What follows belongs to an exercise in optimizing a design on an open flow for small area, a short achievable clock period and few clock cycles; a production flow would make more cautious choices.
RTL that was checked went through simulation tests only; none was proved equivalent to the original.
Only the layout flow was run in run 7; the RTL was not checked for function there.
No activity file was given, so power comes from the tool's default toggle rates.

<file path="config.mk">
export PLATFORM = sky130hd
export DESIGN_NAME = cpu
export DESIGN_NICKNAME = cpu
export VERILOG_FILES = /design/flow/design.v
export SDC_FILE = /design/flow/constraint.sdc
export NUM_CORES = 4
export LEC_CHECK = 0
export ABC_AREA = 1
export CAP_MARGIN = 20
export CORE_MARGIN = 2
export CORE_UTILIZATION = 40
export CTS_BUF_LIST = sky130_fd_sc_hd__clkbuf_4 sky130_fd_sc_hd__clkbuf_8
export SETUP_SLACK_MARGIN = 4.5
export SLEW_MARGIN = 20
</file>
<file path="design.v">
module cpu(input clk, reset, input [15:0] i_mem_rddata, output logic o_mem_rd, o_mem_wr, output logic [15:0] o_mem_addr, o_mem_wrdata);
	logic [15:0] r0, r1, r2, r3, r4, r5, r6, r7;
	logic n, z;
	logic [15:0] A;       
	logic wr;             
	logic rd;             
	logic ldc;            
	logic av;             
	logic [15:1] L;       
	logic lw;             
	logic [2:0] ldx;      
	logic [15:0] opA, opB;
	logic ecin, ewe, efl;
	logic [2:0] ed;
	wire [15:0] I = i_mem_rddata;
	wire [4:0] op = I[4:0];
	wire [2:0] X = I[7:5];
	wire [2:0] Y = I[10:8];
	wire [7:0] imm8 = I[15:8];
	wire [10:0] imm11 = I[15:5];
	function automatic [15:0] bkadd(input [15:0] x, input [15:0] y, input c0);
		logic [15:0] g, p, G, P;
		integer i, s;
		begin
			g = x & y;
			p = x ^ y;
			G = g;
			P = p;
			G[0] = g[0] | (p[0] & c0);
			for (s = 1; s < 16; s = s * 2)
				for (i = 2*s-1; i < 16; i = i + 2*s) begin
					G[i] = G[i] | (P[i] & G[i-s]);
					P[i] = P[i] & P[i-s];
				end
			for (s = 4; s >= 1; s = s / 2)
				for (i = 3*s-1; i < 16; i = i + 2*s) begin
					G[i] = G[i] | (P[i] & G[i-s]);
					P[i] = P[i] & P[i-s];
				end
			bkadd = p ^ {G[14:0], c0};
		end
	endfunction
	wire [15:0] res = opA + opB + {15'b0, ecin};
	wire res_z = (opA[0] ^ opB[0]) == ecin &&
	             ((opA[15:1] ^ opB[15:1]) == (opA[14:0] | opB[14:0]));
	wire n_e = efl ? res[15] : n;
	wire z_e = efl ? res_z : z;
	wire [15:0] wdr = reset ? 16'b0 : res;
	wire [7:0] wen = {8{reset}} | ({7'b0, ewe} << ed);
	always @(posedge clk) begin
		if (wen[0]) r0 <= wdr;
		if (wen[1]) r1 <= wdr;
		if (wen[2]) r2 <= wdr;
		if (wen[3]) r3 <= wdr;
		if (wen[4]) r4 <= wdr;
		if (wen[5]) r5 <= wdr;
		if (wen[6]) r6 <= wdr;
		if (wen[7]) r7 <= wdr;
	end
	always @(posedge clk) begin
		if (reset) begin
			n <= 1'b0;
			z <= 1'b0;
		end else begin
			n <= n_e;
			z <= z_e;
		end
	end
	logic [15:0] rxf, ryf;
	always @(*) begin
		case (X)
			3'd0: rxf = r0; 3'd1: rxf = r1; 3'd2: rxf = r2; 3'd3: rxf = r3;
			3'd4: rxf = r4; 3'd5: rxf = r5; 3'd6: rxf = r6; default: rxf = r7;
		endcase
		case (Y)
			3'd0: ryf = r0; 3'd1: ryf = r1; 3'd2: ryf = r2; 3'd3: ryf = r3;
			3'd4: ryf = r4; 3'd5: ryf = r5; 3'd6: ryf = r6; default: ryf = r7;
		endcase
	end
	wire [15:0] rx = (ewe && ed == X) ? res : rxf;
	wire [15:0] ry = (ewe && ed == Y) ? res : ryf;
	wire jmp   = op[3];
	wire ldst  = ~op[4] & ~op[3] & op[2];
	wire isst  = op[0];
	wire mvhi  = op[4] & op[2];
	wire alu   = ~op[3] & ~ldst;
	wire domov = ~op[1] & ~op[0] & ~mvhi;           
	wire dosub = op[1] & ~mvhi;                     
	wire aluw  = alu & ~(op[1] & op[0]);            
	wire aluf  = alu & ~domov & ~mvhi;              
	wire link  = jmp & op[2];                       
	wire cond  = (~op[1] & ~op[0]) | (op[0] & z_e) | (op[1] & n_e);
	wire xrel  = ~(op[4] & op[3]);                  
	wire yrel  = ~op[4] & ~op[3];                   
	wire haz  = (ldc & ((xrel & (X == ldx)) | (yrel & (Y == ldx)) | (link & (ldx == 3'd7))))
	          | (wr & (A[15:1] == L));
	wire ex   = av & ~haz;
	wire dacc = ex & ldst;
	wire tk   = ex & jmp & cond;
	wire now_data = wr | ldc;
	wire [15:0] incw = bkadd({1'b0, now_data ? L : A[15:1]}, 16'b0, 1'b1);
	wire [15:1] inc = incw[14:0];                          
	wire [15:1] pc2 = now_data ? inc : A[15:1];           
	wire [15:1] tgt = op[4] ? (L + {{4{imm11[10]}}, imm11} + 15'd1) :
	                  ((op[2] & (X == 3'd7)) ? pc2 : rx[15:1]);
	logic [15:0] A_n;
	always @(*) begin
		if (av & haz) A_n = {L, 1'b0};
		else if (dacc) A_n = ry;
		else if (tk) A_n = {tgt, 1'b0};
		else A_n = {inc, 1'b0};
	end
	logic [15:0] b;
	always @(*) begin
		if (~op[4]) b = ry;
		else if (op[2]) b = {imm8, 8'b0};
		else b = {{8{imm8[7]}}, imm8};
	end
	always @(posedge clk) begin
		if (lw) begin
			opA <= 16'b0;
			opB <= I;
			ecin <= 1'b0;
			ed <= ldx;
		end else if (link) begin
			opA <= {pc2, 1'b0};
			opB <= 16'b0;
			ecin <= 1'b0;
			ed <= 3'd7;
		end else begin
			opA <= domov ? 16'b0 : rx;
			opB <= dosub ? ~b : b;
			ecin <= dosub;
			ed <= X;
		end
	end
	always @(posedge clk) begin
		if (reset) begin
			A <= 16'b0;
			wr <= 1'b0;
			rd <= 1'b1;
			ldc <= 1'b0;
			av <= 1'b0;
			lw <= 1'b0;
			ewe <= 1'b0;
			efl <= 1'b0;
		end else begin
			A <= A_n;
			wr <= dacc & isst;
			rd <= ~(dacc & isst);
			ldc <= dacc & ~isst;
			av <= ~now_data & ~tk;
			lw <= ldc;
			ewe <= lw | (ex & (aluw | link));
			efl <= ex & aluf;
		end
	end
	always @(posedge clk) begin
		if (~now_data) L <= A[15:1];
		if (dacc) ldx <= X;
	end
	always @(*) begin
		o_mem_addr = A;
		o_mem_wr = wr;
		o_mem_rd = rd;
		o_mem_wrdata = opA;
	end
endmodule
</file>
<file path="constraint.sdc">
create_clock -name core_clock -period 7.5 [get_ports {clk}]
set_input_delay 1.5000 -clock core_clock [delete_from_list [all_inputs] [get_ports {clk}]]
set_output_delay 1.5000 -clock core_clock [all_outputs]
set_load 0.01 [all_outputs]
</file>
<file path="run.sh">
#!/bin/bash
# synth_recipe.tcl (not shown) runs the flow's synth.tcl, then flattens the netlist and writes it again
# the make line also repeats each setting of config.mk as NAME=value (left out here)
make -C /OpenROAD-flow-scripts/flow DESIGN_CONFIG=/design/flow/config.mk WORK_HOME=/design/flow/orfs CLKGATE_MAP_FILE= SYNTH_SCRIPT=/design/flow/synth_recipe.tcl finish
</file>
==> results of run 1 <==
==> metal layers <==
metal / wire [um] / up-vias / track usage, %
met2: 21900 / 876 / 45.3
met5: 25 / - / 0
met1: 21500 / 6143 / 42.9
li1: - / 5710 / -
met4: 2000 / 4 / 11.3
met3: 6030 / 170 / 5.68
==> power by group <==
group | internal, mW | switching (mW)
logic | 0.350 | 0.747
registers | 1.43 | 0.118
clock network | 0.599 | 0.507
==> cell families (layout without fill, tap and decap cells) <==
family | after synthesis | after routing | synth area share [%]
simple gates | 660 | 661 | 22.1
compound gates | 366 | 366 | 17.3
buf+inv | 292 | 445 | 9.17
flops | 207 | 207 | 43.4
fa+ha+maj | 53 | 53 | 5.46
xor+xnor | 35 | 35 | 2.50
==> sequential cells by signal, summed over array words and instances (netlist names), 3 cells and up <==
name  count
A        16
r7       16
r3       16
r1       16
L        15
r5       16
r6       16
ed        3
opB      16
opA      16
r0       16
r4       16
ldx       3
r2       16
==> worst max path at each step <==
stage / from / to / slack [ns] / cells after the start
after CTS: i_mem_rddata[9] / A[12]$_SDFF_PP0_ / 4.48 / 12
after global placement: i_mem_rddata[2] / A[13]$_SDFF_PP0_ / 2.40 / 14
after floorplan: i_mem_rddata[5] / A[15]$_SDFF_PP0_ / 4.29 / 17
final: i_mem_rddata[8] / opB[6]$_DFF_P_ / 4.45 / 11
after detailed placement: i_mem_rddata[2] / A[13]$_SDFF_PP0_ / 2.47 / 14
after global routing: i_mem_rddata[8] / opB[6]$_DFF_P_ / 4.42 / 11
==> worst max-delay path: cells and delay by family <==
kind                   cells  cell delay (ns)
AO/OA/AOI/OAI              5             0.84
buffers and inverters      3             0.65
AND/OR/NAND/NOR            3             0.47
==> what timing repair did <==
item	CTS	global route
setup buffers	16	43
endpoints found under the hold margin	0	0
gates resized for setup	182	84
cloned	4	4
endpoints found under the setup margin	210	67
pin swaps	2	20
==> cell type report <==
class | count | share of cell area, %
repair inverters | 4 | 0.177
inverters | 242 | 6.48
clock buffers | 51 | 4.16
well taps | 396 | 3.19
clock inverters | 15 | 0.734
flip-flops and latches | 207 | 35.3
multi-input cells | 1115 | 42.0
repair buffers | 133 | 7.90
==> per-stage QoR <==
step	std cells	utilization (%)	power, mW	instance area, sq um	hold WS (ns)
final	2163	50.5	3.75	15500	0.481
after floorplan	1613	-	2.14	12600	0.451
after detailed placement	2030	44.0	2.56	13500	0.474
after CTS	2116	48.1	3.67	14800	0.486
after global routing	2163	50.5	3.90	15500	0.535
after global placement	2030	44.0	2.56	13500	0.475
==> placed cells by master, fill, tap and decap left out, types with 25 or more instances in the layout <==
cell type	n
dfxtp_1	64
edfxtp_1	131
clkbuf_8	43
inv_1	204
ha_1	41
buf_4	68
o22ai_1	49
o21ai_1	29
o21ai_0	77
nand3_1	84
a21oi_1	103
nor2_1	136
dlygate4sd2_1	25
nand2_1	345
==> summary.md, run 1 <==
| Metric | Value |
|---|---|
| # IOs | between 50 and 60 |
| CTS Buf Count | 37 |
| Syn_area_per_cell | slightly below 8 sq um |
| Asr flop ratio synth | 0% |
| HP Class | reg -> reg |
| Power density over cell area | around 240 nW/um^2 |
| First-pass detailed-route iteration total | 8 |
| Die Width | about 180 um |
| # setup viols final | 0 |
| First-pass GRT wire length | around 75,000 um |
| Max Cap Viol | 0 |
| Cell chain of the critical path | buf_4 > nand2_2 > nor2_4 > clkinvlp_4 > buf_4 > o22ai_1 > nor4_1 > a22oi_1 > o21ai_0 > a22oi_1 > o21ai_0 |
| Pins Over Slew Limit | 0 |
| Worst Path Max Fanout | 8 |
| Worst path required time | slightly below 8 ns |
| Syn nets | 1,684 |
| Register bit total from synthesis | around 210 |
| Reg-to-Reg End | opB[6]$_DFF_P_ |
| Tcrit/Tclk final | ~41% |
| Largest net degree at the start of global routing | 36 |
| Vias | 12,900 |
| Initial Utilization | between 40% and 50% |
| Worst-skew pair later-pin latency | roughly 0.56 ns |
| Outcome | no timing/DRC/antenna violations |
| Vias in the first global route | roughly 12,000 |
| Worst reg2reg setup slack | between 4 and 5 ns |
| Most common cell in the synthesized netlist | nand2_1 |
| FMAX | about 330 MHz |
| Share of cells above drive strength 1 | between 15 and 20% |
| Max clock buf depth | 3 |
| TritonCTS clock tree | built |
| FP Rows | 64 |
| Depth of the worst register-to-register path | 13 |
| RSZ-0062 raised after global routing | yes |
| Area leader, netlist | edfxtp_1 |
| Place WS | 2.47 ns |
| Data arrival, critical path | between 3 and 4 ns |
| EDFF count, synth | 131 |
| Final ANT Viol Nets | 0 |
| Relative slew margins | 40.9% |
| Setup CP Type | in -> reg |
| Synthesized area | between 10,000 and 15,000 sq um |
| Full die area | roughly 33,000 sq um |
| Vias per cell | between 5 and 6 |
| Fin crit period | just over 3 ns |
| Growth of design area from synthesis to finish | 23.5% |
| Clock Tree Root | clkbuf_8 |
| Hold worst-path end | z$_SDFF_PP0_ |
| R2R Path Start | opA[0]$_SDFF_PP0_ |
| Synth Warn # | 1 |
| Synth unique cells | 52 |
| DR WL/cell | roughly 24 um |
| H-tree Lvls | 2 |
| # clock sinks | 207 |
| GRT Util Overall | a little under a third |
| Cells after Synth | around 1,600 |
| IO Port Bufs | 51 |
| Hold Buf Count CTS | 0 |
| Maximum vdd ir drop | approximately 0.14 mV |
| Clk_skew | ~0.046 ns |
| Wirelength, routed | ~50,000 um |
| Number of fillers in the final layout | a little over 3,000 |
| Setup crit start kind | input pin |
| CP endpoint kind | flop |
| Multi-input gate area | 6530 sq um |
| Most frequent cells after synthesis | nand2_1, inv_1, nor2_1 |
| Core footprint | approximately 31,000 sq um |
| Critical-path top delay cell | a22oi_1 |
| DRT iter0 DRCs | 1,838 |
| Die height | 181 um |
| Initial antenna violation count | 4 |
| Setup total negative slack | 0 ns |
| Post-synth top flop | edfxtp_1 |
| Worst Tran Pin Value | slightly below 0.9 ns |
| Grt ovf | 0 |
| GPL Wtd Cong | between 0.9 and 1 |
| Share of Yosys cell area claimed by the top area cell type | 31.3% |
| Worst Hold Depth | 2 |
| Number of diodes | 0 |
| Fin. Hold Viols | 0 |
| Fin worst setup slack | around 4.5 ns |
| Leak Pwr | between 6 and 7 nW |
| Register area | 5480 sq um |
| Max stage delay on crit path | around 0.25 ns |
| DP HPWL | 36,400 um |
| Top cells by area, synth | edfxtp_1, dfxtp_1, nand2_1 |
| Seq/Total Area, Yosys | 43.4% |
| Post-layout nets | ~1,800 |
| DRC errors left | 0 |
| Worst-path clk slew | 0.06 ns |
| Hold wc startpoint | z$_SDFF_PP0_ |
Testbench counts, summed over its fixed seeds: cycles 75,890.
==> inputs of run 2 (changes only) <==
--- a/config.mk
+++ b/config.mk
@@ -11,3 +11,3 @@
 export CORE_UTILIZATION = 40
-export CTS_BUF_LIST = sky130_fd_sc_hd__clkbuf_4 sky130_fd_sc_hd__clkbuf_8
+export CTS_BUF_LIST = sky130_fd_sc_hd__clkbuf_8
 export SETUP_SLACK_MARGIN = 4.5
==> summary.md, run 2 <==
| Metric | Value |
|---|---|
| Max clock buf depth | 3 (unchanged) |
| Setup CP Type | in -> reg |
| HP Class | reg -> reg |
| DP HPWL | 36,400 um (unchanged) |
| Syn_area_per_cell | 7.79 sq um (unchanged) |
| Register bit total from synthesis | 207 (unchanged) |
| CP Capture Point | opB[6]$_DFF_P_ |
| Commonest non-fill, non-tap cells in the layout | nand2_1, inv_1, nor2_1 |
| Fin worst setup slack | 4.42 ns (-0.0337 ns) |
| Worst Tran Pin Value | 0.912 ns (+0.0324 ns) |
| Clk_skew | 0.0505 ns (+0.00487 ns) |
| FMAX | 325 MHz (-1.1%) |
| Fin crit period | 3.08 ns (+0.0337 ns) |
| Seq/Total Area, Yosys | 43.4% (unchanged) |
| Most common cell in the synthesized netlist | nand2_1 |
| Area leader, netlist | edfxtp_1 |
| Synthesized area | 12,600 sq um (unchanged) |
| Pins Over Slew Limit | 0 (unchanged) |
| R2R Path Start | opA[0]$_SDFF_PP0_ |
| Post-layout nets | 1,811 (unchanged) |
| Comb pwr share | 29.6% (+0.4 points) |
| Asr flop ratio synth | 0% (unchanged) |
| Worst-path clk slew | 0.06 ns (about the same) |
| Full die area | 32,800 sq um (unchanged) |
| IO Port Bufs | 51 (unchanged) |
| Share of cells above drive strength 1 | 17.3% (-0.51 points) |
| Most frequent cells after synthesis | nand2_1, inv_1, nor2_1 |
| Finished Layout Cells | 2,163 (unchanged) |
| Syn nets | 1,684 (unchanged) |
| Worst path required time | 7.94 ns (about the same) |
| Placed Cells | 2,030 (unchanged) |
| Power Total | 3.71 mW (-1.2%) |
| Post-synth top flop | edfxtp_1 |
| GRT Util Overall | 30.1% (about the same) |
| Internal power | 2.34 mW (-1.9%) |
| Max stage delay on crit path | 0.25 ns (about the same) |
| Share of Yosys cell area claimed by the top area cell type | 31.3% (unchanged) |
| Final ANT Viol Nets | 0 (unchanged) |
| Initial Utilization | 40.9% (unchanged) |
| Place WS | 2.47 ns (unchanged) |
| Worst Path Max Fanout | 8 (unchanged) |
| Sequential Power Share | 41.8% (+0.5 points) |
| Grt ovf | 0 (unchanged) |
| Cell chain of the critical path | buf_4 > nand2_2 > nor2_4 > clkinvlp_4 > buf_4 > o22ai_1 > nor4_1 > a22oi_1 > o21ai_0 > a22oi_1 > o21ai_0 |
| GPL Wtd Cong | 0.977 (unchanged) |
| Cell Area, Placed | 13,500 sq um (unchanged) |
| # clock sinks | 207 (unchanged) |
| Synth Warn # | 1 (unchanged) |
| Largest net degree at the start of global routing | 36 (unchanged) |
| RSZ-0062 raised after global routing | yes |
| First-pass detailed-route iteration total | 7 (-1) |
| Critical-path top delay cell | nor2_4 |
| Data arrival, critical path | 3.52 ns (+0.04 ns) |
| Die height | 181 um (unchanged) |
| Clk pwr share | 28.6% (-0.9 points) |
| Most common cell after layout, fill and taps aside | nand2_1 |
| Reg-to-Reg End | opB[6]$_DFF_P_ |
| Die Width | 181 um (unchanged) |
| Vias in the first global route | 12,000 (+0.033%) |
| Number of fillers in the final layout | 3,056 (+0.16%) |
| Depth of the worst register-to-register path | 13 (unchanged) |
| Worst-skew pair later-pin latency | 0.57 ns (about the same) |
| Leak Pwr | 6.79 nW (about the same) |
| # setup viols final | 0 (unchanged) |
| WHS | 0.481 ns (+0.0000130 ns) |
| Switching share of power | 37.0% (+0.45 points) |
| EDFF count, synth | 131 (unchanged) |
| Final instance area | 15,500 sq um (-0.22%) |
| Initial antenna violation count | 4 (unchanged) |
| Outcome | no timing/DRC/antenna violations |
| DR WL/cell | 23.8 um (about the same) |
| CTS Buf Count | 37 (unchanged) |
| Multi-input gate area | 6530 sq um (unchanged) |
| Vias | 12,900 (-0.016%) |
| Tcrit/Tclk final | 41.1% (+0.45 points) |
| H-tree Lvls | 2 (unchanged) |
| Maximum vdd ir drop | 0.138 mV (-0.38%) |
| First-pass GRT wire length | 74,500 um (about the same) |
| CP endpoint kind | flop |
| # IOs | 52 (unchanged) |
| TritonCTS clock tree | built |
| Number of diodes | 0 (unchanged) |
| Final Util | 50.4% (-0.11 points) |
| Setup crit start kind | input pin |
| Worst Setup SP | i_mem_rddata[8] |
| Top cells by area, synth | edfxtp_1, dfxtp_1, nand2_1 |
| Fin. Hold Viols | 0 (unchanged) |
| Cells after Synth | 1,613 (unchanged) |
| Max Cap Viol | 0 (unchanged) |
| Setup total negative slack | 0 ns (unchanged) |
| Wirelength, routed | 51,600 um (about the same) |
| Register area | 5480 sq um (unchanged) |
| DRC errors left | 0 (unchanged) |
| Worst reg2reg setup slack | 4.47 ns (+0.02 ns) |
| Hold Buf Count CTS | 0 (unchanged) |
| FP Rows | 64 (unchanged) |
| Psw | 1.37 mW (about the same) |
| Power density over cell area | 240 nW/um^2 (-0.97%) |
| Core footprint | 30,700 sq um (unchanged) |
| Growth of design area from synthesis to finish | 23.2% |
| Synth unique cells | 52 (unchanged) |
| Relative slew margins | 38.8% (-2.2 points) |
| Clock Tree Root | clkbuf_8 |
| DRT iter0 DRCs | 1,742 (-5.2%) |
| Vias per cell | 5.96 (about the same) |
[run 2: cell count changes in the layout (fill, tap and decap cells not counted)]
cell	delta
inv_1	+9
clkbuf_4	-9
[run 2: final cells by class]
cell class                 instances  share of cell area (%)
multi-input combinational       1115                    42.1
sequential                       207                    35.4
timing repair buffer             133                    7.92
inverter                         242                    6.50
clock buffer                      42                    3.73
tap                              396                    3.20
clock inverter                    24                   0.954
timing repair inverter             4                   0.178
[run 2: cell families (layout without fill, tap and decap cells)]
family / Yosys count / in the layout / synth area share, %
buffers and inverters: 292 / 445 / 9.17
xor gates and xnor gates: 35 / 35 / 2.50
adders and majority gates: 53 / 53 / 5.46
DFF: 207 / 207 / 43.4
and+or+nand+nor: 660 / 661 / 22.1
AOI/OAI and AO/OA: 366 / 366 / 17.3
[run 2: how the worst min path moves through the flow]
stage | slack [ns] | end | cells past startpoint | startpoint
after floorplan | 0.45 | z$_SDFF_PP0_ | 2 | z$_SDFF_PP0_
after global placement | 0.47 | z$_SDFF_PP0_ | 2 | z$_SDFF_PP0_
after detailed placement | 0.47 | z$_SDFF_PP0_ | 2 | z$_SDFF_PP0_
after CTS | 0.49 | z$_SDFF_PP0_ | 2 | z$_SDFF_PP0_
after global routing | 0.54 | z$_SDFF_PP0_ | 2 | z$_SDFF_PP0_
final | 0.48 | z$_SDFF_PP0_ | 2 | z$_SDFF_PP0_
[run 2: timing repair]
item,in CTS,in global routing
buffers inserted,16,43
pin swaps,2,20
cloned,4,4
gates resized for setup,182,84
endpoints found under the setup margin,210,67
[run 2: power by group through the flow]
| stage | registers, mW | clock network (mW) | logic (mW) |
|---|---|---|---|
| 2_1_floorplan | 1.53 | 0 | 0.617 |
| 3_3_place_gp | 1.57 | 0 | 0.993 |
| 3_5_place_dp | 1.57 | 0 | 0.995 |
| 4_1_cts | 1.55 | 1.07 | 1.02 |
| 5_1_grt | 1.56 | 1.11 | 1.18 |
| 6_report | 1.55 | 1.06 | 1.10 |
[run 2: layer usage]
metal / share of wire, % / global-route usage, % / vias to the layer above
li1: - / - / 5712
met1: 41 / 42.9 / 6095
met5: 0.056 / 0 / -
met4: 4.0 / 11.3 / 4
met3: 13 / 5.68 / 176
met2: 42 / 45.3 / 914
[run 2: worst max-delay path: cells and delay by family]
kind / cells / cell delay, ns
AO/OA/AOI/OAI: 5 / 0.84
buffers and inverters: 3 / 0.67
AND/OR/NAND/NOR: 3 / 0.48
==> inputs of run 3 (changes only) <==
--- a/config.mk
+++ b/config.mk
@@ -11,3 +11,2 @@
 export CORE_UTILIZATION = 40
-export CTS_BUF_LIST = sky130_fd_sc_hd__clkbuf_8
 export SETUP_SLACK_MARGIN = 4.5
==> summary.md, run 3 <==
| Metric | Value |
|---|---|
| RSZ-0062 raised after global routing | yes |
| Die Width | 181 um (unchanged) |
| Initial Utilization | 40.9% (unchanged) |
| Max clock buf depth | 3 (unchanged) |
| Most frequent cells after synthesis | nand2_1, inv_1, nor2_1 |
| Placed Cells | 2,030 (unchanged) |
| Clock Tree Root | clkbuf_16 |
| Setup CP Type | in -> reg |
| WHS | 0.482 ns (+0.000782 ns) |
| Area leader, netlist | edfxtp_1 |
| Fin worst setup slack | 4.50 ns (+0.0765 ns) |
| Number of diodes | 0 (unchanged) |
| # setup viols final | 0 (unchanged) |
| Die height | 181 um (unchanged) |
| Synth Warn # | 1 (unchanged) |
| Core footprint | 30,700 sq um (unchanged) |
| First-pass GRT wire length | 75,000 um (+0.58%) |
| Critical-path top delay cell | a22oi_1 |
| Pins Over Slew Limit | 0 (unchanged) |
| Fin crit period | 3.00 ns (-0.0765 ns) |
| Synthesized area | 12,600 sq um (unchanged) |
| Vias per cell | 5.96 (about the same) |
| GPL Wtd Cong | 0.977 (unchanged) |
| Max Cap Viol | 0 (unchanged) |
| Maximum vdd ir drop | 0.174 mV (+26%) |
| Share of cells above drive strength 1 | 17.3% (about the same) |
| DP HPWL | 36,400 um (unchanged) |
| Full die area | 32,800 sq um (unchanged) |
| Post-synth top flop | edfxtp_1 |
| FP Rows | 64 (unchanged) |
| Multiplexer share of the synthesized area | 0% (unchanged) |
| Register bit total from synthesis | 207 (unchanged) |
| Post-layout nets | 1,809 (-0.11%) |
| Share of Yosys cell area claimed by the top area cell type | 31.3% (unchanged) |
| Syn nets | 1,684 (unchanged) |
| Wirelength, routed | 51,500 um (about the same) |
| Max stage delay on crit path | 0.26 ns (about the same) |
| Finished Layout Cells | 2,151 (-0.55%) |
| Cell chain of the critical path | buf_6 > nand2_2 > nor2_4 > clkinvlp_4 > buf_4 > o22ai_1 > nor4_1 > a22oi_1 > o21ai_0 > a22oi_1 > o21ai_0 |
| Most common cell in the synthesized netlist | nand2_1 |
| Fin. Hold Viols | 0 (unchanged) |
| Simple-Gate Fraction of Synth Area | 22.1% (unchanged) |
| Cell Area, Placed | 13,500 sq um (unchanged) |
| Syn_area_per_cell | 7.79 sq um (unchanged) |
| Asr flop ratio synth | 0% (unchanged) |
| Setup crit start kind | input pin |
| DRC errors left | 0 (unchanged) |
| Relative slew margins | 38.2% (-0.58 points) |
| Commonest non-fill, non-tap cells in the layout | nand2_1, inv_1, nor2_1 |
| Vias in the first global route | 12,000 (-0.0083%) |
| # clock sinks | 207 (unchanged) |
| HP Class | reg -> reg |
| Initial antenna violation count | 2 (-2) |
| Complex-gate fraction of the synthesized area | 17.3% (unchanged) |
| Worst Tran Pin Value | 0.921 ns (+0.00867 ns) |
| Seq/Total Area, Yosys | 43.4% (unchanged) |
| DRT iter0 DRCs | 1,805 (+3.6%) |
| Setup total negative slack | 0 ns (unchanged) |
| Worst-path clk slew | 0.06 ns (about the same) |
| Final ANT Viol Nets | 0 (unchanged) |
| Adder-Cell Fraction of Synth Area | 5.46% (unchanged) |
| First-pass detailed-route iteration total | 6 (-1) |
| Outcome | no timing/DRC/antenna violations |
| EDFF count, synth | 131 (unchanged) |
| CTS Buf Count | 24 (-35%) |
| TritonCTS clock tree | built |
| CP endpoint kind | flop |
| Largest net degree at the start of global routing | 31 (-14%) |
| Clk_skew | 0.0358 ns (-0.0148 ns) |
| DR WL/cell | 24.0 um (+0.50%) |
| Leak Pwr | 6.80 nW (+0.21%) |
| Most common cell after layout, fill and taps aside | nand2_1 |
| Grt ovf | 0 (unchanged) |
| GRT Util Overall | 30.3% (+0.20 points) |
| Place WS | 2.47 ns (unchanged) |
| Worst-skew pair later-pin latency | 0.55 ns (-0.02 ns) |
| H-tree Lvls | 1 (-1) |
| Largest family of logic cells by synthesized area | simple AND/OR/NAND/NOR gates |
| Number of fillers in the final layout | 3,020 (-1.2%) |
| Final instance area | 15,600 sq um (+0.71%) |
| Power density over cell area | 244 nW/um^2 (+1.8%) |
| Top cells by area, synth | edfxtp_1, dfxtp_1, nand2_1 |
| Worst Path Max Fanout | 8 (unchanged) |
| Synth unique cells | 52 (unchanged) |
| Cells after Synth | 1,613 (unchanged) |
| IO Port Bufs | 51 (unchanged) |
| # IOs | 52 (unchanged) |
| FMAX | 333 MHz (+2.5%) |
| Tcrit/Tclk final | 40.0% (-1.0 points) |
| XOR/XNOR Fraction of Synth Area | 2.50% (unchanged) |
| Growth of design area from synthesis to finish | 24.1% |
| Worst path required time | 7.92 ns (-0.02 ns) |
| Data arrival, critical path | 3.43 ns (-0.09 ns) |
| Vias | 12,800 (-0.60%) |
==> run 3: final timing paths <==
check | start | endpoint | slack, ns | depth (start not counted)
min reg2reg | z$_SDFF_PP0_ | z$_SDFF_PP0_ | 0.48 | 2
max | i_mem_rddata[8] | opB[6]$_DFF_P_ | 4.50 | 11
max reg2reg | ldc$_SDFF_PP0_ | A[13]$_SDFF_PP0_ | 4.56 | 19
min | z$_SDFF_PP0_ | z$_SDFF_PP0_ | 0.48 | 2
==> run 3: critical path, delay by kind of cell <==
kind,cells,cell delay (ns)
AO/OA/AOI/OAI,5,0.85
buffers and inverters,3,0.58
AND/OR/NAND/NOR,3,0.46
==> run 3: metal layers <==
metal  wire length (um)  GRT usage, %
met2              21900          45.8
met3               6050          6.77
met1              21600          42.6
met4               2020          10.9
met5                 11             0
==> run 3: metrics by stage <==
step           utilization, %  total power [mW]
2_1_floorplan               -              2.14
3_5_place_dp             44.0              2.56
5_1_grt                  50.7              3.95
6_report                 50.7              3.80
4_1_cts                  48.6              3.72
3_3_place_gp             44.0              2.56
==> run 3: cell type report <==
type                            count  area (sq um)  area share (%)
Timing Repair inverter              4          27.5           0.177
Timing Repair Buffer              144          1350            8.67
Sequential cell                   207          5480            35.2
Inverter                          242          1010            6.48
Clock inverter                      9          95.1           0.610
Tap cell                          396           495            3.18
Clock buffer                       34           666            4.27
Multi-Input combinational cell   1115          6460            41.5
==> run 3: power by group <==
part	switching [mW]	internal (mW)
clock network	0.488	0.656
logic	0.747	0.360
registers	0.119	1.43
total	1.35	2.45
==> run 3: kinds of logic after synthesis <==
| logic type | after synthesis |
|---|---|
| xor+xnor | 35 |
| flops | 207 |
| compound gates | 366 |
| simple gates | 660 |
| fa+ha+maj | 53 |
| buf+inv | 292 |
==> run 3: what timing repair did <==
action,4_1_cts,5_1_grt
pin swaps,3,18
resized for setup,184,68
cloned,5,2
hold buffers,0,0
endpoints found under the setup margin,204,73
hold endpoints to repair,0,0
buffers inserted,23,48
==> inputs of run 4 (changes only) <==
--- a/config.mk
+++ b/config.mk
@@ -10,3 +10,4 @@
 export CORE_MARGIN = 2
-export CORE_UTILIZATION = 40
+export CORE_UTILIZATION = 45
+export PLACE_DENSITY = 0.75
 export SETUP_SLACK_MARGIN = 4.5
==> summary.md, run 4 <==
| Metric | Value |
|---|---|
| Outcome | no timing/DRC/antenna violations |
| CTS Buf Count | 23 (-4.2%) |
| Initial antenna violation count | 1 (-1) |
| Most common cell in the synthesized netlist | nand2_1 |
| Core footprint | 27,600 sq um (-10%) |
| Initial Utilization | 45.5% (+4.6 points) |
| Asr flop ratio synth | 0% (unchanged) |
| Power density over cell area | 245 nW/um^2 (+0.51%) |
| Worst-skew pair later-pin latency | 0.54 ns (about the same) |
| H-tree Lvls | 1 (unchanged) |
| Leak Pwr | 6.97 nW (+2.4%) |
| Max clock buf depth | 3 (unchanged) |
| Largest net degree at the start of global routing | 31 (unchanged) |
| Post-layout nets | 1,819 (+0.55%) |
| # setup viols final | 0 (unchanged) |
| Clock Tree Root | clkbuf_16 |
| Synthesized area | 12,600 sq um (unchanged) |
| Worst Tran Pin Value | 0.995 ns (+0.0740 ns) |
| Vias per cell | 6.10 (+2.3%) |
| WHS | 0.477 ns (-0.00495 ns) |
| Final ANT Viol Nets | 0 (unchanged) |
| Syn_area_per_cell | 7.79 sq um (unchanged) |
| Setup total negative slack | 0 ns (unchanged) |
| Top cells by area, synth | edfxtp_1, dfxtp_1, nand2_1 |
| Synth Warn # | 1 (unchanged) |
| CP dominant cell by count | nand2_1 |
| Syn nets | 1,684 (unchanged) |
| FMAX | 328 MHz (-1.5%) |
| Final instance area | 15,800 sq um (+1.2%) |
| Wirelength, routed | 49,200 um (-4.6%) |
| Maximum vdd ir drop | 0.204 mV (+17%) |
| Fin crit period | 3.05 ns (+0.0465 ns) |
| CP endpoint kind | flop |
| Full die area | 29,300 sq um (-11%) |
| DRT iter0 DRCs | 2,510 (+39%) |
| Most frequent cells after synthesis | nand2_1, inv_1, nor2_1 |
| Seq/Total Area, Yosys | 43.4% (unchanged) |
| # clock sinks | 207 (unchanged) |
| TritonCTS clock tree | built |
| First-pass GRT wire length | 71,200 um (-5.1%) |
| Grt ovf | 0 (unchanged) |
| Die Width | 171 um (-5.6%) |
| Die height | 171 um (-5.6%) |
| Worst path required time | 7.87 ns (-0.05 ns) |
| # IOs | 52 (unchanged) |
| Post-synth top flop | edfxtp_1 |
| Commonest non-fill, non-tap cells in the layout | nand2_1, inv_1, nor2_1 |
| Cell Area, Placed | 13,500 sq um (-0.40%) |
| Cells after Synth | 1,613 (unchanged) |
| HP Class | reg -> reg |
| Vias in the first global route | 11,900 (-1.2%) |
| Most common cell after layout, fill and taps aside | nand2_1 |
| GPL Wtd Cong | 1.02 (+3.9%) |
| Critical-path top delay cell | buf_4 |
| Area leader, netlist | edfxtp_1 |
| Cell chain of the critical path | buf_4 > nor2_1 > nand2_4 > clkinvlp_4 > nand2_1 > nand2_1 > nor2_1 > o2111ai_1 > o21ai_1 > nand2_1 > o21ai_2 > a21oi_1 > nand2_1 > o221ai_1 |
| Growth of design area from synthesis to finish | 25.6% |
| Synth unique cells | 52 (unchanged) |
| Share of Yosys cell area claimed by the top area cell type | 31.3% (unchanged) |
| EDFF count, synth | 131 (unchanged) |
| Fin. Hold Viols | 0 (unchanged) |
| RSZ-0062 raised after global routing | yes |
| DR WL/cell | 22.9 um (-4.2%) |
| Vias | 13,100 (+1.9%) |
| Share of cells above drive strength 1 | 18.1% (+0.82 points) |
| Clk_skew | 0.0279 ns (-0.00785 ns) |
| Worst-path clk slew | 0.06 ns (about the same) |
| FP Rows | 61 (-4.7%) |
| Register bit total from synthesis | 207 (unchanged) |
| Bufs and invs on worst path | 2 (-1) |
| Tcrit/Tclk final | 40.7% (+0.62 points) |
| Setup CP Type | in -> reg |
| GRT Util Overall | 32.5% (+2.2 points) |
| DRC errors left | 0 (unchanged) |
| First-pass detailed-route iteration total | 9 (+3) |
| Max stage delay on crit path | 0.21 ns (-0.05 ns) |
| Worst Setup SP | i_mem_rddata[8] |
| Relative slew margins | 33.7% (-4.5 points) |
| Top Family by Delay on Critical Path | simple AND/OR/NAND/NOR gates |
| Setup crit start kind | input pin |
| Hold wc startpoint | z$_SDFF_PP0_ |
| Max Cap Viol | 0 (unchanged) |
| Number of diodes | 0 (unchanged) |
| IO Port Bufs | 51 (unchanged) |
| Worst Path Max Fanout | 8 (unchanged) |
| Data arrival, critical path | 3.42 ns (about the same) |
| R2R Path Start | opA[2]$_SDFF_PP0_ |
| DP HPWL | 34,000 um (-6.4%) |
| Pins Over Slew Limit | 0 (unchanged) |
==> run 4: worst reg2reg max path, cell delays in order (launching register included) <==
cell,delay (ns)
dfxtp_2,0.42
inv_1,0.07
ha_1,0.38
a21oi_1,0.18
nand2_1,0.16
nand2_1,0.11
nand2_2,0.08
nand2_1,0.16
nand3_1,0.16
a21oi_1,0.83
==> run 4: layout make-up <==
type	instances	area (sq um)
clock inverter	15	196
timing repair inverter	4	28.8
clock buffer	26	608
sequential	207	5480
tap	378	473
multi-input combinational	1115	6540
fill	2462	11900
timing repair buffer	155	1430
inverter	242	1020
==> run 4: routing by layer <==
| metal | share of wire (%) | global-route usage [%] |
|---|---|---|
| met1 | 38 | 44.3 |
| met2 | 43 | 48.4 |
| met3 | 14 | 7.82 |
| met4 | 5.6 | 15.7 |
| met5 | 0 | 0 |
==> run 4: kinds of logic (layout without fill, tap and decap cells) <==
kind of cell	Yosys count	after routing	synth area share, %
adders and majority gates	53	53	5.46
xor gates and xnor gates	35	35	2.50
and+or+nand+nor	660	661	22.1
AOI/OAI and AO/OA	366	366	17.3
buffers and inverters	292	442	9.17
DFF	207	207	43.4
==> run 4: what timing repair did <==
| action | in CTS | in global routing |
|---|---|---|
| setup buffers | 37 | 47 |
| pin swaps | 6 | 15 |
| hold buffers | 0 | 0 |
| gates cloned | 5 | 3 |
| setup endpoints to repair | 196 | 93 |
| gates resized for setup | 169 | 89 |
==> run 4: where the power goes <==
group	internal [mW]	total, mW	leakage, nW	switching [mW]
Combinational	0.367	1.11	4.61	0.739
Clock	0.725	1.21	0.392	0.489
Sequential	1.43	1.55	1.97	0.115
Total	2.52	3.87	6.97	1.34
==> run 4: worst paths after layout <==
kind	to	slack, ns	cells past startpoint
setup reg to reg	r7[15]$_DFFE_PP_	4.61	9
setup / recovery	opB[9]$_DFF_P_	4.45	14
hold reg to reg	z$_SDFF_PP0_	0.48	2
hold / removal	z$_SDFF_PP0_	0.48	2
==> run 4: through the flow <==
stage | worst slack [ns] | total power [mW] | utilization, % | cells
after floorplan | 4.29 | 2.14 | - | 1613
after global placement | 2.52 | 2.51 | 48.8 | 2009
after detailed placement | 2.55 | 2.53 | 48.8 | 2009
after CTS | 4.46 | 3.77 | 54.6 | 2092
after global routing | 4.41 | 4.00 | 57.1 | 2142
final | 4.45 | 3.87 | 57.1 | 2142
==> inputs of run 5 (changes only) <==
==> flow/run.sh (new file) <==
#!/bin/bash
# The standard layout, with one change: Yosys's ABC step maps the logic with
# flow/abc.script (area-oriented mapping) instead of ORFS's abc_area.script.
# Everything before ABC (including flip-flop mapping) and after it is the
# standard synthesis, so the registers keep their names and cell types.
set -euo pipefail
W=$PWD
cat > "$W/synth_abc.tcl" <<EOT
proc abc {args} {
  set i [lsearch \$args -script]
  lset args [expr {\$i + 1}] $W/flow/abc.script
  yosys abc {*}\$args
}
source $W/synth_recipe.tcl
EOT
bash "$W/standard.sh" SYNTH_SCRIPT="$W/synth_abc.tcl" finish > "$W/standard.log" 2>&1
==> flow/abc.script (new file) <==
strash
dch
map -a
topo
stime -c
==> standard.sh (new file) <==
#!/bin/bash
# synth_recipe.tcl (not shown) runs the flow's synth.tcl, then flattens the netlist and writes it again
# the make line also repeats each setting of config.mk as NAME=value (left out here)
make -C /OpenROAD-flow-scripts/flow DESIGN_CONFIG=/design/flow/config.mk WORK_HOME=/design/flow/orfs CLKGATE_MAP_FILE= SYNTH_SCRIPT=/design/flow/synth_recipe.tcl "${@:-finish}"
--- a/config.mk
+++ b/config.mk
@@ -10,4 +10,3 @@
 export CORE_MARGIN = 2
-export CORE_UTILIZATION = 45
-export PLACE_DENSITY = 0.75
+export CORE_UTILIZATION = 40
 export SETUP_SLACK_MARGIN = 4.5
removed: run.sh
==> summary.md, run 5 <==
| Metric | Value |
|---|---|
| CP endpoint kind | flop |
| Die height | 172 um (+0.73%) |
| Commonest non-fill, non-tap cells in the layout | nand2_1, clkinv_1, edfxtp_1 |
| Number of fillers in the final layout | 2,338 (-5.0%) |
| Wirelength, routed | 45,300 um (-7.8%) |
| Hold Buf Count CTS | 0 (unchanged) |
| # setup viols final | 0 (unchanged) |
| Most frequent cells after synthesis | clkinv_1, nand2_1, edfxtp_1 |
| HP Class | reg -> reg |
| Relative slew margins | 47.0% (+13 points) |
| Worst Tran Pin Value | 0.792 ns (-0.203 ns) |
| Growth of design area from synthesis to finish | 40.7% |
| Tcrit/Tclk final | 44.4% (+3.8 points) |
| Max clock buf depth | 3 (unchanged) |
| Seq/Total Area, Yosys | 48.1% (+4.7 points) |
| FP Rows | 61 (unchanged) |
| Register bit total from synthesis | 207 (unchanged) |
| Full die area | 29,700 sq um (+1.5%) |
| Outcome | no timing/DRC/antenna violations |
| Synth unique cells | 36 (-31%) |
| Hold worst-path end | lw$_SDFF_PP0_ |
| Share of cells above drive strength 1 | 29.1% (+11 points) |
| Synth Warn # | 1 (unchanged) |
| R2R Path Start | opA[4]$_SDFF_PP0_ |
| Register area | 5490 sq um (+0.34%) |
| Largest net degree at the start of global routing | 34 (+9.7%) |
| Place WS | 2.03 ns (-0.514 ns) |
| Vias in the first global route | 10,700 (-10%) |
| DRT iter0 DRCs | 1,688 (-33%) |
| Worst Hold Depth | 2 (unchanged) |
| Grt ovf | 0 (unchanged) |
| Setup crit start kind | input pin |
| Initial Utilization | 40.7% (-4.8 points) |
| DR WL/cell | 24.1 um (+5.0%) |
| IO Port Bufs | 51 (unchanged) |
| RSZ-0062 raised after global routing | yes |
| # clock sinks | 207 (unchanged) |
| First-pass detailed-route iteration total | 6 (-3) |
| # IOs | 52 (unchanged) |
| Area leader, netlist | edfxtp_1 |
| Power density over cell area | 251 nW/um^2 (+2.2%) |
| Data arrival, critical path | 3.73 ns (+0.31 ns) |
| Max stage delay on crit path | 0.36 ns (+0.15 ns) |
| Worst reg2reg setup slack | 4.28 ns (-0.33 ns) |
| FMAX | 300 MHz (-8.5%) |
| Setup CP Type | in -> reg |
| Maximum vdd ir drop | 0.252 mV (+23%) |
| Depth of the worst register-to-register path | 18 (+9) |
| Leak Pwr | 6.10 nW (-12%) |
| Cells after Synth | 1,269 (-21%) |
| Fin worst setup slack | 4.17 ns (-0.283 ns) |
| Most common cell after layout, fill and taps aside | nand2_1 |
| CTS Buf Count | 24 (+4.3%) |
| Top Family by Delay on Critical Path | compound AO/OA/AOI/OAI gates |
| Multi-input gate area | 6460 sq um (-1.1%) |
| Fin crit period | 3.33 ns (+0.283 ns) |
| Post-synth top flop | edfxtp_1 |
| Initial antenna violation count | 0 (-1) |
| GPL Wtd Cong | 0.912 (-10%) |
| Top cells by area, synth | edfxtp_1, dfxtp_1, clkinv_1 |
| Vias | 11,600 (-12%) |
| DRC errors left | 0 (unchanged) |
| Vias per cell | 6.14 (+0.71%) |
| Clock Tree Root | clkbuf_16 |
| Worst path required time | 7.90 ns (+0.03 ns) |
| Max Cap Viol | 0 (unchanged) |
| Fin. Hold Viols | 0 (unchanged) |
| EDFF count, synth | 131 (unchanged) |
| Worst-skew pair later-pin latency | 0.54 ns (about the same) |
| Most common cell in the synthesized netlist | clkinv_1 |
| Critical-path top delay cell | fa_2 |
| Pins Over Slew Limit | 0 (unchanged) |
| First-pass GRT wire length | 66,000 um (-7.3%) |
| Number of diodes | 0 (unchanged) |
| DP HPWL | 29,100 um (-14%) |
| Core footprint | 27,900 sq um (+0.83%) |
| Post-layout nets | 1,556 (-14%) |
| Final Util | 57.3% (+0.18 points) |
| Syn nets | 1,340 (-20%) |
| Hold wc startpoint | ldc$_SDFF_PP0_ |
| Final ANT Viol Nets | 0 (unchanged) |
| Reg-to-Reg End | A[2]$_SDFF_PP0_ |
| Bufs and invs on worst path | 4 (+2) |
| Share of Yosys cell area claimed by the top area cell type | 34.7% (+3.4 points) |
| Synthesized area | 11,300 sq um (-9.8%) |
| GRT Util Overall | 29.8% (-2.7 points) |
| Worst-path clk slew | 0.06 ns (about the same) |
| Die Width | 172 um (+0.73%) |
| Cell chain of the critical path | buf_12 > clkinv_16 > ha_4 > clkinv_4 > fa_2 > a21oi_4 > o21bai_1 > nand3_1 > nand2_2 > nand3_2 > nand2_2 > nand3_2 > nand2_4 > a41oi_2 > buf_4 > a21oi_2 > a21oi_1 > o21ai_1 > o21ai_1 > a21oi_1 |
| H-tree Lvls | 1 (unchanged) |
| Worst Path Max Fanout | 3 (-5) |
| Syn_area_per_cell | 8.93 sq um (+15%) |
| TritonCTS clock tree | built |
| Clk_skew | 0.0141 ns (-0.0138 ns) |
| Asr flop ratio synth | 0% (unchanged) |
| Setup total negative slack | 0 ns (unchanged) |
[run 5: worst max path at each step]
| stage | startpoint | end | depth (start not counted) |
|---|---|---|---|
| 6_report | i_mem_rddata[5] | A[15]$_SDFF_PP0_ | 20 |
| 2_1_floorplan | i_mem_rddata[5] | A[15]$_SDFF_PP0_ | 19 |
| 4_1_cts | i_mem_rddata[5] | A[15]$_SDFF_PP0_ | 20 |
| 5_1_grt | i_mem_rddata[5] | A[14]$_SDFF_PP0_ | 20 |
| 3_3_place_gp | i_mem_rddata[5] | A[1]$_SDFF_PP0_ | 14 |
| 3_5_place_dp | i_mem_rddata[5] | A[1]$_SDFF_PP0_ | 14 |
[run 5: routing by layer]
layer | track usage, % | up-vias | wire (um)
met1 | 42.6 | 5581 | 18600
met5 | 0 | - | 0
li1 | - | 5100 | -
met3 | 5.54 | 131 | 5020
met2 | 43.9 | 740 | 19700
met4 | 13.0 | 0 | 1940
[run 5: metrics by stage]
stage | hold WS (ns) | power [mW] | std cells | instance area [sq um]
after floorplan | 0.422 | 2.09 | 1269 | 11600
after global placement | 0.467 | 2.46 | 1713 | 12700
after detailed placement | 0.474 | 2.46 | 1713 | 12700
after CTS | 0.502 | 3.83 | 1848 | 15100
after global routing | 0.520 | 4.14 | 1881 | 16000
final | 0.489 | 4.00 | 1881 | 16000
[run 5: layout make-up]
type | instances | area share, %
clock buffer | 24 | 3.76
tap | 378 | 2.96
multi-input combinational | 879 | 40.5
clock inverter | 20 | 1.27
sequential | 207 | 34.4
timing repair inverter | 2 | 0.133
inverter | 186 | 5.91
timing repair buffer | 185 | 11.0
[run 5: logic make-up after synthesis]
kind of cell    Yosys count  share of synthesized area, %
fa+ha+maj                53                          6.05
xor+xnor                 44                          3.40
flops                   207                          48.1
buf+inv                 186                          6.16
mux                       1                        0.0883
compound gates          425                          23.4
simple gates            353                          12.8
[run 5: worst register-to-register path, cell delays in order, from the launching register on]
cell	delay, ns
dfxtp_4	0.38
clkinv_1	0.10
ha_4	0.26
a21oi_4	0.18
o21ai_2	0.08
a21oi_4	0.16
clkinv_2	0.10
nand3_2	0.07
nand4_1	0.12
xnor2_2	0.27
clkinv_2	0.14
nand2_2	0.10
o21ai_4	0.08
o21ai_4	0.24
buf_4	0.19
nand2_8	0.09
o31ai_4	0.26
a21oi_1	0.09
a211oi_1	0.22
[run 5: power by group]
group | leakage, nW | switching [mW] | total (mW) | internal [mW]
sequential | 1.97 | 0.123 | 1.57 | 1.45
clock | 0.394 | 0.508 | 1.20 | 0.694
combinational | 3.74 | 0.758 | 1.22 | 0.465
total | 6.10 | 1.39 | 4.00 | 2.61
[run 5: repair_timing]
item,4_1_cts,5_1_grt
setup buffers,86,33
endpoints found under the hold margin,0,0
cloned,5,0
pin swaps,65,51
setup endpoints to repair,240,207
gates resized for setup,285,143
==> inputs of run 6 (changes only) <==
--- a/design.v
+++ b/design.v
@@ -8,3 +8,3 @@
 	logic av;             
-	logic [15:1] L;       
+	logic nd;             
 	logic lw;             
@@ -95,3 +95,3 @@
 	wire haz  = (ldc & ((xrel & (X == ldx)) | (yrel & (Y == ldx)) | (link & (ldx == 3'd7))))
-	          | (wr & (A[15:1] == L));
+	          | (wr & (A[8:1] == L[8:1]));    
 	wire ex   = av & ~haz;
@@ -99,3 +99,4 @@
 	wire tk   = ex & jmp & cond;
-	wire now_data = wr | ldc;
+	wire now_data = nd;
+	wire [15:1] L = opB[15:1];
 	wire [15:0] incw = bkadd({1'b0, now_data ? L : A[15:1]}, 16'b0, 1'b1);
@@ -103,3 +104,3 @@
 	wire [15:1] pc2 = now_data ? inc : A[15:1];           
-	wire [15:1] tgt = op[4] ? (L + {{4{imm11[10]}}, imm11} + 15'd1) :
+	wire [15:1] tgt = op[4] ? ((now_data ? L : A[15:1]) + {{4{imm11[10]}}, imm11} + {14'b0, now_data}) :
 	                  ((op[2] & (X == 3'd7)) ? pc2 : rx[15:1]);
@@ -114,3 +115,4 @@
 	always @(*) begin
-		if (~op[4]) b = ry;
+		if (ldst) b = {now_data ? L : A[15:1], 1'b0};    
+		else if (~op[4]) b = ry;
 		else if (op[2]) b = {imm8, 8'b0};
@@ -140,2 +142,3 @@
 			wr <= 1'b0;
+			nd <= 1'b0;
 			rd <= 1'b1;
@@ -149,2 +152,3 @@
 			wr <= dacc & isst;
+			nd <= dacc;
 			rd <= ~(dacc & isst);
@@ -158,3 +162,2 @@
 	always @(posedge clk) begin
-		if (~now_data) L <= A[15:1];
 		if (dacc) ldx <= X;
==> run.sh (new file) <==
#!/bin/bash
# synth_recipe.tcl (not shown) runs the flow's synth.tcl, then flattens the netlist and writes it again
# the make line also repeats each setting of config.mk as NAME=value (left out here)
make -C /OpenROAD-flow-scripts/flow DESIGN_CONFIG=/design/flow/config.mk WORK_HOME=/design/flow/orfs CLKGATE_MAP_FILE= SYNTH_SCRIPT=/design/flow/synth_recipe.tcl finish
--- a/config.mk
+++ b/config.mk
@@ -11,3 +11,3 @@
 export CORE_UTILIZATION = 40
-export SETUP_SLACK_MARGIN = 4.5
+export SETUP_SLACK_MARGIN = 4.6
 export SLEW_MARGIN = 20
removed: flow/run.sh
removed: flow/abc.script
removed: standard.sh
==> summary.md, run 6 <==
| Metric | Value |
|---|---|
| Core footprint | 30,700 sq um (+10%) |
| Synthesized area | 12,500 sq um (+10%) |
| Leak Pwr | 6.90 nW (+13%) |
| FMAX | 308 MHz (+2.8%) |
| Hold wc startpoint | ldc$_SDFF_PP0_ |
| Commonest non-fill, non-tap cells in the layout | nand2_1, inv_1, edfxtp_1 |
| Register bit total from synthesis | 193 (-6.8%) |
| Most common cell in the synthesized netlist | nand2_1 |
| Post-synth top flop | edfxtp_1 |
| Full die area | 32,600 sq um (+9.8%) |
| Worst-skew pair later-pin latency | 0.47 ns (-0.07 ns) |
| Worst path required time | 7.83 ns (-0.07 ns) |
| Most frequent cells after synthesis | nand2_1, inv_1, edfxtp_1 |
| Outcome | no timing/DRC/antenna violations |
| DR WL/cell | 24.3 um (+0.77%) |
| Share of cells above drive strength 1 | 23.0% (-6.1 points) |
| Area leader, netlist | edfxtp_1 |
| Fin worst setup slack | 4.26 ns (+0.0894 ns) |
| # IOs | 52 (unchanged) |
| Place WS | 2.46 ns (+0.425 ns) |
| Maximum vdd ir drop | 0.152 mV (-40%) |
| Seq/Total Area, Yosys | 41.5% (-6.6 points) |
| Power density over cell area | 223 nW/um^2 (-11%) |
| Most common cell after layout, fill and taps aside | nand2_1 |
| Vias per cell | 5.94 (-3.2%) |
| Asr flop ratio synth | 0% (unchanged) |
| # clock sinks | 193 (-6.8%) |
| Syn nets | 1,685 (+26%) |
| IO Port Bufs | 51 (unchanged) |
| Initial antenna violation count | 0 (unchanged) |
| Relative slew margins | 47.4% (+0.36 points) |
| Initial Utilization | 40.7% (about the same) |
| Worst Setup SP | i_mem_rddata[9] |
| Fin. Hold Viols | 0 (unchanged) |
| Max Cap Viol | 0 (unchanged) |
| Vias | 12,900 (+12%) |
| # setup viols final | 0 (unchanged) |
| Syn_area_per_cell | 7.73 sq um (-13%) |
| Pins Over Slew Limit | 0 (unchanged) |
| GPL Wtd Cong | 0.975 (+6.9%) |
| Worst Hold Depth | 2 (unchanged) |
| H-tree Lvls | 4 (+3) |
| Post-layout nets | 1,832 (+18%) |
| Die height | 181 um (+4.8%) |
| Vias in the first global route | 12,000 (+13%) |
| First-pass detailed-route iteration total | 8 (+2) |
| Synth Warn # | 1 (unchanged) |
| Top cells by area, synth | edfxtp_1, nand2_1, dfxtp_1 |
| Placed Cells | 2,015 (+18%) |
| TritonCTS clock tree | built |
| CTS Buf Count | 17 (-29%) |
| R2R Path Start | opB[0]$_DFF_P_ |
| Clock Tree Root | clkbuf_16 |
| Met3 WL post-DR | 5450 um (+8.6%) |
| Share of Yosys cell area claimed by the top area cell type | 31.5% (-3.2 points) |
| DP HPWL | 35,600 um (+22%) |
| DRT met1 WL | 19,800 um (+6.1%) |
| Hold Buf Count CTS | 0 (unchanged) |
| Max clock buf depth | 2 (-1) |
| Wirelength, routed | 52,700 um (+16%) |
| DRC errors left | 0 (unchanged) |
| FP Rows | 64 (+4.9%) |
| Clk_skew | 0.0276 ns (+0.0136 ns) |
| Worst Path Max Fanout | 11 (+8) |
| Finished Layout Cells | 2,170 (+15%) |
| GRT Util Overall | 30.8% (+0.98 points) |
| Cells after Synth | 1,614 (+27%) |
| Tcrit/Tclk final | 43.2% (-1.2 points) |
| Grt ovf | 0 (unchanged) |
| Highest metal used | met4 |
| Setup crit start kind | input pin |
| HP Class | reg -> reg |
| CP endpoint kind | flop |
| DRT iter0 DRCs | 1,669 (-1.1%) |
| Worst-path clk slew | 0.08 ns (+0.02 ns) |
| First-pass GRT wire length | 75,400 um (+14%) |
| Synth unique cells | 53 (+47%) |
| Data arrival, critical path | 3.57 ns (-0.16 ns) |
| Number of diodes | 0 (unchanged) |
| Cell Area, Placed | 13,400 sq um (+5.2%) |
| Setup total negative slack | 0 ns (unchanged) |
| Setup CP Type | in -> reg |
| Die Width | 181 um (+4.8%) |
| Fin crit period | 3.24 ns (-0.0894 ns) |
| Worst reg2reg setup slack | 4.57 ns (+0.29 ns) |
| Growth of design area from synthesis to finish | 28.1% |
| Largest net degree at the start of global routing | 30 (-12%) |
| Depth of the worst register-to-register path | 10 (-8) |
| EDFF count, synth | 131 (unchanged) |
| Wire length on met2 | 23,400 um (+18%) |
| RSZ-0062 raised after global routing | yes |
| Worst Tran Pin Value | 0.788 ns (-0.00351 ns) |
| Final instance area | 16,000 sq um (+0.17%) |
| Final ANT Viol Nets | 0 (unchanged) |
[run 6: changes by cell type in the layout (fill, tap and decap cells not counted), moves of 20 or more]
| cell | delta |
|---|---|
| nand3_1 | +72 |
| clkinv_1 | -139 |
| a22oi_1 | -39 |
| inv_1 | +200 |
| nand2_1 | +167 |
| clkinv_2 | -20 |
| o21ai_0 | +21 |
| nor2_1 | +25 |
[run 6: routing by layer]
| layer | up-vias | GRT usage (%) |
|---|---|---|
| met2 | 846 | 48.7 |
| li1 | 5752 | - |
| met4 | 0 | 19.5 |
| met1 | 6037 | 38.9 |
| met5 | - | 0 |
| met3 | 259 | 5.46 |
[run 6: area by class of cell]
type,instances,area [sq um]
clock buffer,18,429
fill,2862,14700
tap,396,495
timing repair buffer,177,1750
multi-input combinational,1131,6910
inverter,237,1030
timing repair inverter,4,27.5
sequential,193,5200
clock inverter,14,138
[run 6: worst max-delay path: stages]
cell and delay (ns):
buf_16 0.14, xor2_1 0.54, a21oi_2 0.09, and2_4 0.24
a21oi_1 0.25, o2111ai_1 0.31, o21ai_2 0.21, o21bai_1 0.11
nand3_1 0.08, o211ai_1 0.09
[run 6: logic make-up (layout without fill, tap and decap cells)]
family          Yosys count  count (layout)  share of synthesized area, %
simple gates            662             667                          23.2
flops                   193             193                          41.5
fa+ha+maj                53              53                          5.56
xor+xnor                 33              33                          2.32
compound gates          378             378                          17.9
buf+inv                 295             450                          9.61
[run 6: path summary, 6_finish.rpt]
| path | to |
|---|---|
| worst max-delay path | opB[6]$_DFF_P_ |
| worst min-delay path | lw$_SDFF_PP0_ |
| worst max register to register | r0[6]$_DFFE_PP_ |
| worst min register to register | lw$_SDFF_PP0_ |
[run 6: repair_timing]
item / in CTS / in global routing
cloned: 7 / 6
endpoints found under the setup margin: 233 / 181
pin swaps: 19 / 63
setup buffers: 55 / 55
resized for setup: 221 / 152
[run 6: stage by stage]
| stage | util (%) | total power, mW | hold slack (ns) |
|---|---|---|---|
| detailed placement | 43.7 | 2.47 | 0.424 |
| global placement | 43.7 | 2.46 | 0.422 |
| floorplan | - | 2.06 | 0.403 |
| global route | 52.1 | 3.70 | 0.488 |
| finish | 52.1 | 3.57 | 0.444 |
| CTS | 49.0 | 3.44 | 0.431 |
[run 6: where the power goes]
group	switching [mW]	total [mW]	internal (mW)
combinational	0.787	1.18	0.394
sequential	0.111	1.46	1.35
clock	0.479	0.924	0.445
total	1.38	3.57	2.19
Testbench counts of run 6, summed over its fixed seeds: cycles 75,905.
==> inputs of run 7 (changes only) <==
--- a/design.v
+++ b/design.v
@@ -42,3 +42,3 @@
 	endfunction
-	wire [15:0] res = opA + opB + {15'b0, ecin};
+	wire [15:0] res = bkadd(opA, opB, ecin);
 	wire res_z = (opA[0] ^ opB[0]) == ecin &&
--- a/config.mk
+++ b/config.mk
@@ -11,3 +11,3 @@
 export CORE_UTILIZATION = 40
-export SETUP_SLACK_MARGIN = 4.6
+export SETUP_SLACK_MARGIN = 4.5
 export SLEW_MARGIN = 20
==> summary.md, run 7 <==
| Metric | Value |
|---|---|
| Outcome | no timing/DRC/antenna violations |
| Vias in the first global route | 11,700 (-2.5%) |
| Most frequent cells after synthesis | nand2_1, inv_1, nor2_1 |
| FMAX | 284 MHz (-8.1%) |
| EDFF count, synth | 131 (unchanged) |
| Initial Utilization | 40.5% (-0.20 points) |
| Clock Tree Root | clkbuf_16 |
| Cell Area, Placed | 13,300 sq um (-0.77%) |
| Die height | 180 um (-0.50%) |
| Leak Pwr | 6.79 nW (-1.5%) |
| Final ANT Viol Nets | 0 (unchanged) |
| Most common cell after layout, fill and taps aside | nand2_1 |
| # IOs | 52 (unchanged) |
| Placed Cells | 2,004 (-0.55%) |
| Die Width | 180 um (-0.50%) |
| Synth Warn # | 1 (unchanged) |
| Grt ovf | 0 (unchanged) |
| CP endpoint kind | flop |
| Max Cap Viol | 0 (unchanged) |
| Share of cells above drive strength 1 | 20.9% (-2.1 points) |
| Number of diodes | 0 (unchanged) |
| # clock sinks | 193 (unchanged) |
| Worst-skew pair later-pin latency | 0.45 ns (-0.02 ns) |
| First-pass GRT wire length | 73,400 um (-2.6%) |
| DRC errors left | 0 (unchanged) |
| Clk_skew | 0.0137 ns (-0.0139 ns) |
| Fin. Hold Viols | 0 (unchanged) |
| Worst Tran Pin Value | 0.757 ns (-0.0310 ns) |
| Setup total negative slack | 0 ns (unchanged) |
| Area leader, netlist | edfxtp_1 |
| HP Class | reg -> reg |
| Pins Over Slew Limit | 0 (unchanged) |
| Data arrival, critical path | 3.90 ns (+0.33 ns) |
| Worst Path Max Fanout | 4 (-7) |
| First-pass detailed-route iteration total | 9 (+1) |
| Core footprint | 30,500 sq um (-0.52%) |
| Worst path required time | 7.87 ns (+0.04 ns) |
| Setup CP Type | reg -> reg |
| Power density over cell area | 233 nW/um^2 (+4.2%) |
| Final instance area | 15,900 sq um (-0.35%) |
| Relative slew margins | 49.3% (+1.9 points) |
| TritonCTS clock tree | built |
| DP HPWL | 34,600 um (-2.8%) |
| Bufs and invs on worst path | 6 (+5) |
| GPL Wtd Cong | 0.985 (+1.0%) |
| Maximum vdd ir drop | 0.161 mV (+5.9%) |
| Max stage delay on crit path | 0.38 ns (-0.16 ns) |
| Setup crit start kind | flop |
| Most common cell in the synthesized netlist | nand2_1 |
| CTS Buf Count | 17 (unchanged) |
| Seq/Total Area, Yosys | 41.9% (+0.42 points) |
| Vias per cell | 5.91 (-0.48%) |
| Fin crit period | 3.53 ns (+0.285 ns) |
| DRT iter0 DRCs | 1,789 (+7.2%) |
| Register bit total from synthesis | 193 (unchanged) |
| Growth of design area from synthesis to finish | 28.9% |
| DR WL/cell | 23.8 um (-1.9%) |
| Cell chain of the critical path | fa_2 > inv_2 > fa_2 > inv_2 > a31oi_4 > inv_2 > a21boi_2 > inv_2 > a221o_1 > a31oi_2 > fa_2 > xnor2_4 > o21ai_2 > nand2_1 > nand2_1 > inv_2 > nand2_4 > buf_12 > nand2_8 > a21oi_1 > o21ai_1 > a21oi_1 |
| Post-layout nets | 1,793 (-2.1%) |
| Hold Buf Count CTS | 0 (unchanged) |
| Syn nets | 1,668 (-1.0%) |
| Power Total | 3.70 mW (+3.8%) |
| Post-synth top flop | edfxtp_1 |
| Worst reg2reg setup slack | 3.97 ns (-0.60 ns) |
| CP dominant cell by count | inv_2 |
| RSZ-0062 raised after global routing | yes |
| Max clock buf depth | 2 (unchanged) |
| Synthesized area | 12,400 sq um (-1.0%) |
| Syn_area_per_cell | 7.76 sq um (+0.36%) |
| # setup viols final | 0 (unchanged) |
| Initial antenna violation count | 0 (unchanged) |
| Synth unique cells | 53 (unchanged) |
| IO Port Bufs | 51 (unchanged) |
| Top Family by Delay on Critical Path | compound AO/OA/AOI/OAI gates |
| Share of Yosys cell area claimed by the top area cell type | 31.9% (+0.32 points) |
| Cells after Synth | 1,592 (-1.4%) |
| FP Rows | 64 (unchanged) |
| Finished Layout Cells | 2,126 (-2.0%) |
| Largest net degree at the start of global routing | 33 (+10%) |
| Asr flop ratio synth | 0% (unchanged) |
| Worst-path clk slew | 0.08 ns (about the same) |
| Full die area | 32,300 sq um (-0.99%) |
| Top cells by area, synth | edfxtp_1, nand2_1, dfxtp_1 |
| GRT Util Overall | 30.1% (-0.63 points) |
| Wirelength, routed | 50,600 um (-3.9%) |
| Commonest non-fill, non-tap cells in the layout | nand2_1, inv_1, edfxtp_1 |
| Tcrit/Tclk final | 47.0% (+3.8 points) |
| Critical-path top delay cell | fa_2 |
| Vias | 12,600 (-2.5%) |
| WHS | 0.473 ns (+0.0294 ns) |
| H-tree Lvls | 4 (unchanged) |
-- run 7: changes by cell type after synthesis, sizes merged, moves of 5 or more --
cell     before  now
o2111ai       7    2
nor2        135  152
nand2       358  339
and2         12    2
o211ai       18   23
a21boi        2    7
o21ai       129  121
o221ai        6    0
clkbuf       24   18
nand3       112  118
fa            4   11
-- run 7: through the flow --
step | utilization [%] | setup WS [ns]
finish | 52.2 | 3.97
global placement | 43.6 | 2.64
detailed placement | 43.6 | 2.63
CTS | 49.5 | 4.03
floorplan | - | 4.27
global route | 52.2 | 3.72
-- run 7: cell families after synthesis --
logic type / count (synthesis) / share of synthesized area (%)
flip-flops: 193 / 41.9
buffers and inverters: 292 / 9.79
AO/OA/AOI/OAI: 367 / 17.0
AND/OR/NAND/NOR: 649 / 22.4
XOR/XNOR: 32 / 2.27
adder cells (fa/ha/maj): 58 / 6.54
multiplexers: 1 / 0.0810
-- run 7: where the power goes --
group / switching (mW) / internal [mW]
Combinational: 0.827 / 0.471
Clock: 0.467 / 0.477
Sequential: 0.0998 / 1.36
-- run 7: final timing paths --
path                    from               to  depth (start not counted)
min           ldc$_SDFF_PP0_    lw$_SDFF_PP0_                          2
max          ecin$_SDFF_PP0_  A[8]$_SDFF_PP0_                         22
min reg2reg   ldc$_SDFF_PP0_    lw$_SDFF_PP0_                          2
max reg2reg  ecin$_SDFF_PP0_  A[8]$_SDFF_PP0_                         22
-- run 7: worst reg2reg max path, stage by stage (launching register included) --
cell and delay (ns):
dfxtp_2 0.33, fa_2 0.39, inv_2 0.07, fa_2 0.21, inv_2 0.05, a31oi_4 0.19, inv_2 0.06, a21boi_2 0.17
inv_2 0.05, a221o_1 0.37, a31oi_2 0.19, fa_2 0.29, xnor2_4 0.09, o21ai_2 0.16, nand2_1 0.07, nand2_1 0.08
inv_2 0.04, nand2_4 0.10, buf_12 0.14, nand2_8 0.08, a21oi_1 0.12, o21ai_1 0.07, a21oi_1 0.14
-- run 7: timing repair --
item / 4_1_cts / 5_1_grt
setup endpoints to repair: 236 / 171
buffers inserted: 38 / 38
gates resized for setup: 205 / 139
gates cloned: 10 / 4
pin swaps: 37 / 46
-- run 7: cell type report --
type	count	area, sq um
Clock buffer	17	425
Clock inverter	15	164
Fill cell	2834	14600
Inverter	236	1010
Multi-Input combinational cell	1111	6970
Sequential cell	193	5190
Tap cell	396	495
Timing Repair Buffer	152	1610
Timing Repair inverter	6	66.3
-- run 7: metal layers --
| metal | track usage (%) | up-vias | share of wire, % |
|---|---|---|---|
| li1 | - | 5606 | - |
| met1 | 38.9 | 5925 | 39 |
| met2 | 46.9 | 838 | 44 |
| met3 | 5.45 | 203 | 9.3 |
| met4 | 18.6 | 0 | 7.1 |
| met5 | 0 | - | 0 |

separate check: timing with driven ports:
The flow's constraints put no driver on any port. The routed layouts listed below were extracted and timed again, unchanged, in two steps.
Step 1, drivers: a clkbuf_16 drives clk and a buf_2 each remaining input, both assumed.
Step 2 also shifts input and output timing later by t, the mid clock arrival at the registers, as if the neighbouring blocks saw the same clock.
Three values: no drivers, after step 1, after step 2; two values: the first two.
run | t, ns | slack for setup (ns) | worst hold slack (ns) | worst register clock-pin slew, ns | pins driven straight from the clock port
run 1 | 0.591 | 4.454 / 4.455 / 3.883 | 0.481 / 0.481 / 0.481 | 0.07 / 0.07 | 1
run 2 | 0.589 | 4.421 / 4.440 / 3.850 | 0.481 / 0.481 / 0.481 | 0.07 / 0.07 | 1
run 3 | 0.589 | 4.497 / 4.450 / 3.920 | 0.482 / 0.482 / 0.482 | 0.07 / 0.07 | 1
run 4 | 0.579 | 4.451 / 4.464 / 3.901 | 0.477 / 0.477 / 0.477 | 0.07 / 0.07 | 1
run 5 | 0.587 | 4.168 / 4.172 / 3.584 | 0.489 / 0.489 / 0.489 | 0.07 / 0.07 | 1
run 6 | 0.509 | 4.258 / 4.225 / 3.716 | 0.444 / 0.444 / 0.444 | 0.10 / 0.10 | 1
run 7 | 0.489 | 3.973 / 3.973 / 3.565 | 0.473 / 0.473 / 0.473 | 0.08 / 0.08 | 1
After both steps every run listed still meets setup and hold. The setup slack of run 5, which loses most, moves by +0.004 ns with the drivers and by -0.584 ns with both steps.
